From an optimization exercise on the open Yosys and OpenROAD flow, aimed at small area, a short achievable clock period and few clock cycles; shortcuts taken in it are not production practice. The RTL was checked by simulation tests, not by an equivalence proof against the original design.

==> run a: inputs <==
## mac
module mac #(
    parameter int DATA_WIDTH    = 32,
    parameter int ADDR_LINES    = 5
) (
    input  logic                        clk_i,
    input  logic                        rstn_i,
    input  logic [DATA_WIDTH-1:0]       signal_i,
    input  logic                        wr_en_i,
    input  logic                        last_i,
    input  logic [ADDR_LINES-1:0]       terms_i,
    output logic                        full_o,
    output logic                        empty_o,
    output logic                        idle_o,
    output logic [DATA_WIDTH-1:0]       result_o,
    output logic                        done_o
);
Settings: LEC_CHECK=0, CAP_MARGIN=20, CORE_MARGIN=2, CORE_UTILIZATION=65, CTS_CLUSTER_DIAMETER=100, CTS_CLUSTER_SIZE=24, SETUP_SLACK_MARGIN=3.1, SLEW_MARGIN=20; clock period 6.0 ns.
run.sh (not shown) runs the stock make flow with config.mk's settings and CLKGATE_MAP_FILE= SYNTH_SCRIPT=/design/flow/synth_recipe.tcl, a recipe that flattens the netlist after the stock synthesis.
==> inputs of run b, as changes to run a <==
--- a/flow/design.v
+++ b/flow/design.v
@@ -262,81 +262,38 @@
         {t4[0], t4[1]} = csa(t3[0], t3[1], t3[2]);
         t4[2] = t3[3];
         {t5[0], t5[1]} = csa(t4[0], t4[1], t4[2]);
     end
     wire  [30:0] c_tab;
     coef_rom u_coef (.k(kp[2]), .q(c_tab));
-    wire [22:0] lgn = t5[0][22:0] & t5[1][22:0];
-    wire [22:0] lpr = t5[0][22:0] | t5[1][22:0];
-    logic [5:0] bg, bp;
-    always_comb
-        for (int b = 0; b < 6; b++) begin
-            bg[b] = 1'b0;
-            bp[b] = 1'b1;
-            for (int i = 0; i < 4; i++)
-                if (4*b + i < 23) begin
-                    bg[b] = lgn[4*b+i] | (lpr[4*b+i] & bg[b]);
-                    bp[b] = bp[b] & lpr[4*b+i];
-                end
-        end
-    wire  [24:0] hs = t5[0][47:23];
-    wire  [24:0] hc = t5[1][47:23];
-    wire  [24:0] hp = hs ^ hc;
-    wire  [24:0] hg = hs & hc;
-    logic [6:0]  hbg, hbp;
-    always_comb
-        for (int b = 0; b < 7; b++) begin
-            hbg[b] = 1'b0;
-            hbp[b] = 1'b1;
-            for (int i = 0; i < 4; i++)
-                if (4*b + i < 25) begin
-                    hbg[b] = hg[4*b+i] | (hp[4*b+i] & hbg[b]);
-                    hbp[b] = hbp[b] & hp[4*b+i];
-                end
-        end
-    logic [24:0] hp2, hg2;
-    logic [6:0]  hbg2, hbp2;
-    logic [5:0]  bg2, bp2;
+    logic [47:0] ps2, pc2;
     logic        z2, sg2;
     logic [7:0]  pe2;
     always_ff @(posedge clk_i) begin
-        hp2  <= z1 ? 25'd0 : hp;             
-        hg2  <= z1 ? 25'd0 : hg;
-        hbg2 <= z1 ? 7'd0  : hbg;
-        hbp2 <= hbp;
-        bg2 <= z1 ? 6'd0  : bg;
-        bp2 <= bp;
+        ps2 <= z1 ? 48'd0 : t5[0];       
+        pc2 <= z1 ? 48'd0 : t5[1];
         z2  <= z1;
         sg2 <= sg1;
         pe2 <= pe1;
     end
-    logic        c23;
-    logic [6:0]  hbc;
-    logic [24:0] hcy, phs;
-    always_comb begin
-        c23 = 1'b0;
-        for (int b = 0; b < 6; b++) c23 = bg2[b] | (bp2[b] & c23);
-        hbc[0] = c23;
-        for (int b = 1; b < 7; b++) hbc[b] = hbg2[b-1] | (hbp2[b-1] & hbc[b-1]);
-        for (int j = 0; j < 25; j++)
-            hcy[j] = (j % 4 == 0) ? hbc[j/4] : (hg2[j-1] | (hp2[j-1] & hcy[j-1]));
-        phs = hp2 ^ hcy;
-    end
+    wire [23:0] plo  = {1'b0, ps2[22:0]} + {1'b0, pc2[22:0]};
+    wire [25:0] phi0 = {1'b0, ps2[47:23], 1'b0} + {1'b0, pc2[47:23], 1'b0};
+    wire [25:0] phi1 = {1'b0, ps2[47:23], 1'b1} + {1'b0, pc2[47:23], 1'b1};
     wire [7:0]  pez  = z2 ? 8'd0 : pe2;              
     wire [7:0]  pez1 = pez + 8'd1;                   
     wire [7:0]  ce2  = c_tab[30:23];
     wire [8:0]  d0   = {1'b0, ce2} - {1'b0, pez};    
     wire [7:0]  n0   = pez - ce2;                    
     wire [8:0]  d1   = (pez == 8'hff) ? {1'b0, ce2} : ({1'b0, ce2} + {1'b1, ~pez});
     wire [7:0]  n1   = pez - ce2 + 8'd1;
     logic [24:0] ph3;                                
     logic [22:0] cm3;
     logic [7:0]  ce3, pez3, dif03, dif13;
     logic        bs3, comp03, comp13, eq03, eq13;
     always_ff @(posedge clk_i) begin
-        ph3    <= phs;
+        ph3    <= plo[23] ? phi1[25:1] : phi0[25:1];
         bs3    <= ~z2 & sg2;
         cm3    <= c_tab[22:0];
         ce3    <= ce2;
         pez3   <= pez;
         comp03 <= ~d0[8] & (d0[7:0] != 8'd0);        
         comp13 <= ~d1[8] & (d1[7:0] != 8'd0);
==> flow/config.mk (replaced) <==
export PLATFORM = sky130hd
export DESIGN_NAME = mac
export DESIGN_NICKNAME = mac
export VERILOG_FILES = /design/flow/design.v
export SDC_FILE = /design/flow/constraint.sdc
export NUM_CORES = 4
export LEC_CHECK = 0
export CAP_MARGIN = 20
export CORE_MARGIN = 2
export CORE_UTILIZATION = 60
export CTS_BUF_LIST = sky130_fd_sc_hd__clkbuf_8
export SETUP_SLACK_MARGIN = 3.2
export SLEW_MARGIN = 20
==> inputs of run c, as changes to run a <==
--- a/flow/design.v
+++ b/flow/design.v
@@ -97,39 +97,50 @@
     output logic                        empty_o,
     output logic                        idle_o,
     output logic [DATA_WIDTH-1:0]       result_o,
     output logic                        done_o
 );
     localparam int D  = 8;               
-    localparam int SW = 3;               
     logic [1023:0] st;       
     logic [5:0]    count;
     logic          run;      
     logic          zrun;     
     logic [2:0]    g;        
+    logic [3:0]    s;        
+    logic [4:0]    nl;       
+    logic [1:0]    gz;       
+    logic          ext;      
+    logic [2:0]    s0;       
+    logic [2:0]    pr;       
+    logic [3:0]    rl;       
+    logic [3:0]    lb;       
     wire           busy = run | zrun;
     wire           wr   = wr_en_i & ~busy & ~count[5];
+    wire           lastg = (g == {1'b0, gz});
+    wire  [3:0]    rx   = {1'b0, nl[2:0]} + 4'd1;   
+    logic [3:0]    rot;      
+    always_comb
+        for (int b = 0; b < 4; b++)
+            rot[b] = run && ((g == 3'(b) && !s[3])
+                          || (ext && lastg && lb[b] && (s[3] || s < rl))
+                          || (pr != 3'd0 && lb[b]));
     always_ff @(posedge clk_i)
         for (int b = 0; b < 4; b++)
-            if ((wr && count[4:3] == 2'(b)) || (run && (g == 3'(b) || (pr != 3'd0 && nl[4:3] == 2'(b))))) begin
+            if ((wr && count[4:3] == 2'(b)) || rot[b]) begin
                 st[b*256 +: 224]     <= st[b*256+32 +: 224];
                 st[b*256+224 +: 32]  <= run ? st[b*256 +: 32] : signal_i;
             end
     assign idle_o  = ~wr_en_i;
-    logic [4:0]    nl;       
     wire  [4:0]    tq = terms_i;
-    logic [SW-1:0] s;        
     logic [4:0]    it;       
-    logic [SW-1:0] s0;       
-    logic [SW-1:0] pr;       
-    wire           lastg = (g == {1'b0, nl[4:3]});
     wire  [31:0]   a0r;      
     first_rom u_first (.k(terms_i), .q(a0r));
     wire           fin_done;   
     wire           start = ~busy & last_i;
     wire  [4:0]    ncount = count[4:0] + {4'd0, wr} - 5'd1;
+    wire           next_ext = (ncount[4:3] != 2'd0) && (ncount[2:0] < 3'd4);
     always_ff @(posedge clk_i or negedge rstn_i) begin
         if (!rstn_i) begin
             count   <= 6'd0;
             full_o  <= 1'b0;
             empty_o <= 1'b1;
             run     <= 1'b0;
@@ -149,41 +160,46 @@
                 count   <= 6'd0;
                 full_o  <= 1'b0;
                 empty_o <= 1'b1;
             end
         end
     end
+    wire  [3:0]    swrap = !lastg ? 4'd7 : ext ? 4'd7 + rx : {1'b0, s0 - 3'd1};
     always_ff @(posedge clk_i) begin
         if (start) begin
-            nl <= ncount;
-            s  <= '0;
-            it <= 5'd1;
-            g  <= 3'd0;
-            s0 <= (ncount[4:3] != 2'd0) ? ~ncount[2:0] : 3'd0;
-            pr <= (ncount[4:3] != 2'd0) ? ~ncount[2:0] : 3'd0;
+            nl  <= ncount;
+            gz  <= next_ext ? ncount[4:3] - 2'd1 : ncount[4:3];
+            ext <= next_ext;
+            s   <= 4'd0;
+            it  <= 5'd1;
+            g   <= 3'd0;
+            s0  <= (ncount[4:3] != 2'd0 && !next_ext) ? ~ncount[2:0] : 3'd0;
+            pr  <= (ncount[4:3] != 2'd0 && !next_ext) ? ~ncount[2:0] : 3'd0;
+            rl  <= 4'd7 - {1'b0, ncount[2:0]};
+            lb  <= 4'b0001 << ncount[4:3];
         end else if (zrun) begin
-            {g[1:0], s} <= {g[1:0], s} + 5'd1;
+            {g[1:0], s[2:0]} <= {g[1:0], s[2:0]} + 5'd1;
         end else if (run) begin
             if (pr != 3'd0) pr <= pr - 3'd1;
-            if (s == (lastg ? s0 - SW'(1) : SW'(D-1))) begin
+            if (s == swrap) begin
                 if (it == tq) begin
                     it <= 5'd1;
                     g  <= g + 3'd1;
-                    s  <= (g + 3'd1 == {1'b0, nl[4:3]}) ? s0 : s + SW'(1);
+                    s  <= (g + 3'd1 == {1'b0, gz} && !ext) ? {1'b0, s0} : 4'd0;
                 end else begin
                     it <= it + 5'd1;
-                    s  <= s + SW'(1);
+                    s  <= (lastg && !ext) ? {1'b0, s0} : 4'd0;
                 end
             end else begin
-                s <= s + SW'(1);
+                s <= (s == 4'd7 && !(lastg && ext)) ? 4'd0 : s + 4'd1;
             end
         end
     end
-    wire          vq = run && ((g < {1'b0, nl[4:3]}) || (lastg && s >= ~nl[2:0]));
+    wire          vq = run && ((g < {1'b0, gz}) || (lastg && (ext || s >= {1'b0, ~nl[2:0]})));
     wire          fq = (it == tq);
-    wire          lq = fq && lastg && (s == SW'(D-1));
+    wire          lq = fq && lastg && (s == (ext ? 4'd7 + rx : 4'd7));
     wire  [4:0]   kq = tq - it;
     logic [D-1:0] vp;
     logic [D-1:0] fp, lp;
     logic [4:0]   kp [0:D-1];
     always_ff @(posedge clk_i or negedge rstn_i)
         if (!rstn_i) vp <= '0;
@@ -192,27 +208,33 @@
         fp    <= {fp[D-2:0], fq};
         lp    <= {lp[D-2:0], lq};
         kp[0] <= kq;
         for (int i = 1; i < D; i++) kp[i] <= kp[i-1];
     end
     logic [31:0] acc_new;            
+    logic [31:0] dl [0:3];
+    always_ff @(posedge clk_i) begin
+        dl[0] <= acc_new;
+        for (int i = 1; i < 4; i++) dl[i] <= dl[i-1];
+    end
     logic [31:0] a_r;                
     logic        xs_r, xz_r;
     logic [7:0]  xe_r;               
     logic [11:0] one_r, two_r, neg_r;
-    wire  [31:0] xrd = st[g[1:0]*256 +: 32];
+    wire  [1:0]  xbank = g[1:0] + {1'b0, s[3]};
+    wire  [31:0] xrd = st[xbank*256 +: 32];
     wire  [24:0] xb  = {1'b1, xrd[22:0], 1'b0};
     logic [11:0] b_one, b_two, b_neg;
     always_comb
         for (int i = 0; i < 12; i++) begin
             b_one[i] = xb[2*i+1] ^ xb[2*i];
             b_two[i] = (xb[2*i+2] & ~xb[2*i+1] & ~xb[2*i]) | (~xb[2*i+2] & xb[2*i+1] & xb[2*i]);
             b_neg[i] = xb[2*i+2] & ~(xb[2*i+1] & xb[2*i]);
         end
     always_ff @(posedge clk_i) begin
-        a_r   <= (it == 5'd1) ? a0r : acc_new;
+        a_r   <= (it == 5'd1) ? a0r : (ext && lastg) ? dl[nl[1:0]] : acc_new;
         xs_r  <= xrd[31];
         xz_r  <= (xrd[30:0] == 31'd0);
         xe_r  <= xrd[30:23] - 8'd127;
         one_r <= b_one;
         two_r <= b_two;
         neg_r <= b_neg;
@@ -413,13 +435,13 @@
         end
     end
     logic [31:0] acc7;
     always_ff @(posedge clk_i)
         acc7 <= zrun ? a0r : {sgn6, ne, nm};
     assign acc_new = acc7;
-    wire zlast = zrun && ({g[1:0], s} == nl);
+    wire zlast = zrun && ({g[1:0], s[2:0]} == nl);
     assign fin_done = (vp[D-2] & fp[D-2] & lp[D-2]) | zlast;
     assign result_o = acc7;
     always_ff @(posedge clk_i or negedge rstn_i)
         if (!rstn_i) done_o <= 1'b0;
         else         done_o <= (vp[D-2] & fp[D-2]) | zrun;
 endmodule
==> summary.txt <==
quantity	run b	run c	run a
Outcome	no timing/DRC/antenna violations	no timing/DRC/antenna violations	no timing/DRC/antenna violations
Clock net sink count	1,760	1,878	1,739
Post-layout min period	3.262 ns	2.970 ns	2.878 ns
Portion of the layout cell area used by clock cells	6.387%	3.062%	3.195%
Total routing resource utilization after global routing	27.54%	31.05%	29.52%
Reg-to-reg critical path startpoint	ps2[7]	bp2[2]	r1[0][28]
Maximum single-stage delay on the critical path	0.48 ns	0.32 ns	0.28 ns
CTS Buffer Depth	4	3	3
Register clock-pin slew on the reported worst setup and hold paths	0.06 ns	0.09 ns	0.09 ns
CP Data Arrival Time	4.12 ns	3.64 ns	1.68 ns
Effective utilization at floorplan	60.60%	65.55%	65.74%
Area of the mapped netlist	0.07629 sq mm	0.08115 sq mm	0.07659 sq mm
Number of non-clock buffers in the layout	227	263	226
Wirelength per Cell	21.96 um	24.23 um	23.22 um
Post-CTS Setup Inserts	33	30	24
DRT met1 WL	80.90 mm	86.01 mm	78.58 mm
FF+latch area	0.04583 sq mm	0.04823 sq mm	0.04538 sq mm
Instance count of the mapped netlist	6,129	6,555	6,139
Testbench counts of run a, summed over its fixed seeds: cycles 14,498.
Testbench counts of run b, summed over its fixed seeds: cycles 14,498.
Testbench counts of run c, summed over its fixed seeds: cycles 13,488.

[port drivers added, routing unchanged]
No port has a modelled driver above. Below, the same layouts with a new extraction and two added sets of constraints.
Step 1, drivers: a clkbuf_16 drives clk_i and a buf_2 each remaining input, both assumed.
Step 2 moves the port delays by t, midway between the first and last clock arrival at a register: inputs arrive t later, outputs are due t later. That takes back most of the time a late clock gives input paths.
a / b / c = ideal / step 1 / step 2; a / b = the first two.
| run | t, ns | setup slack, ns | hold WS [ns] | worst setup path at the end | worst slew at a driven data input, ns |
|---|---|---|---|---|---|
| run a | 0.782 | 3.122 / 3.063 / 2.314 | 0.314 / 0.314 / 0.314 | input to register | 0.12 |
| run b | 1.024 | 2.738 / 2.738 / 2.264 | 0.279 / 0.279 / 0.279 | input to register | 0.07 |
| run c | 0.816 | 3.030 / 3.030 / 2.415 | 0.327 / 0.327 / 0.327 | input to register | 0.07 |
After both steps every run listed still meets setup and hold. The setup slack of run a, which loses most, moves by -0.059 ns with the drivers and by -0.808 ns with both steps.
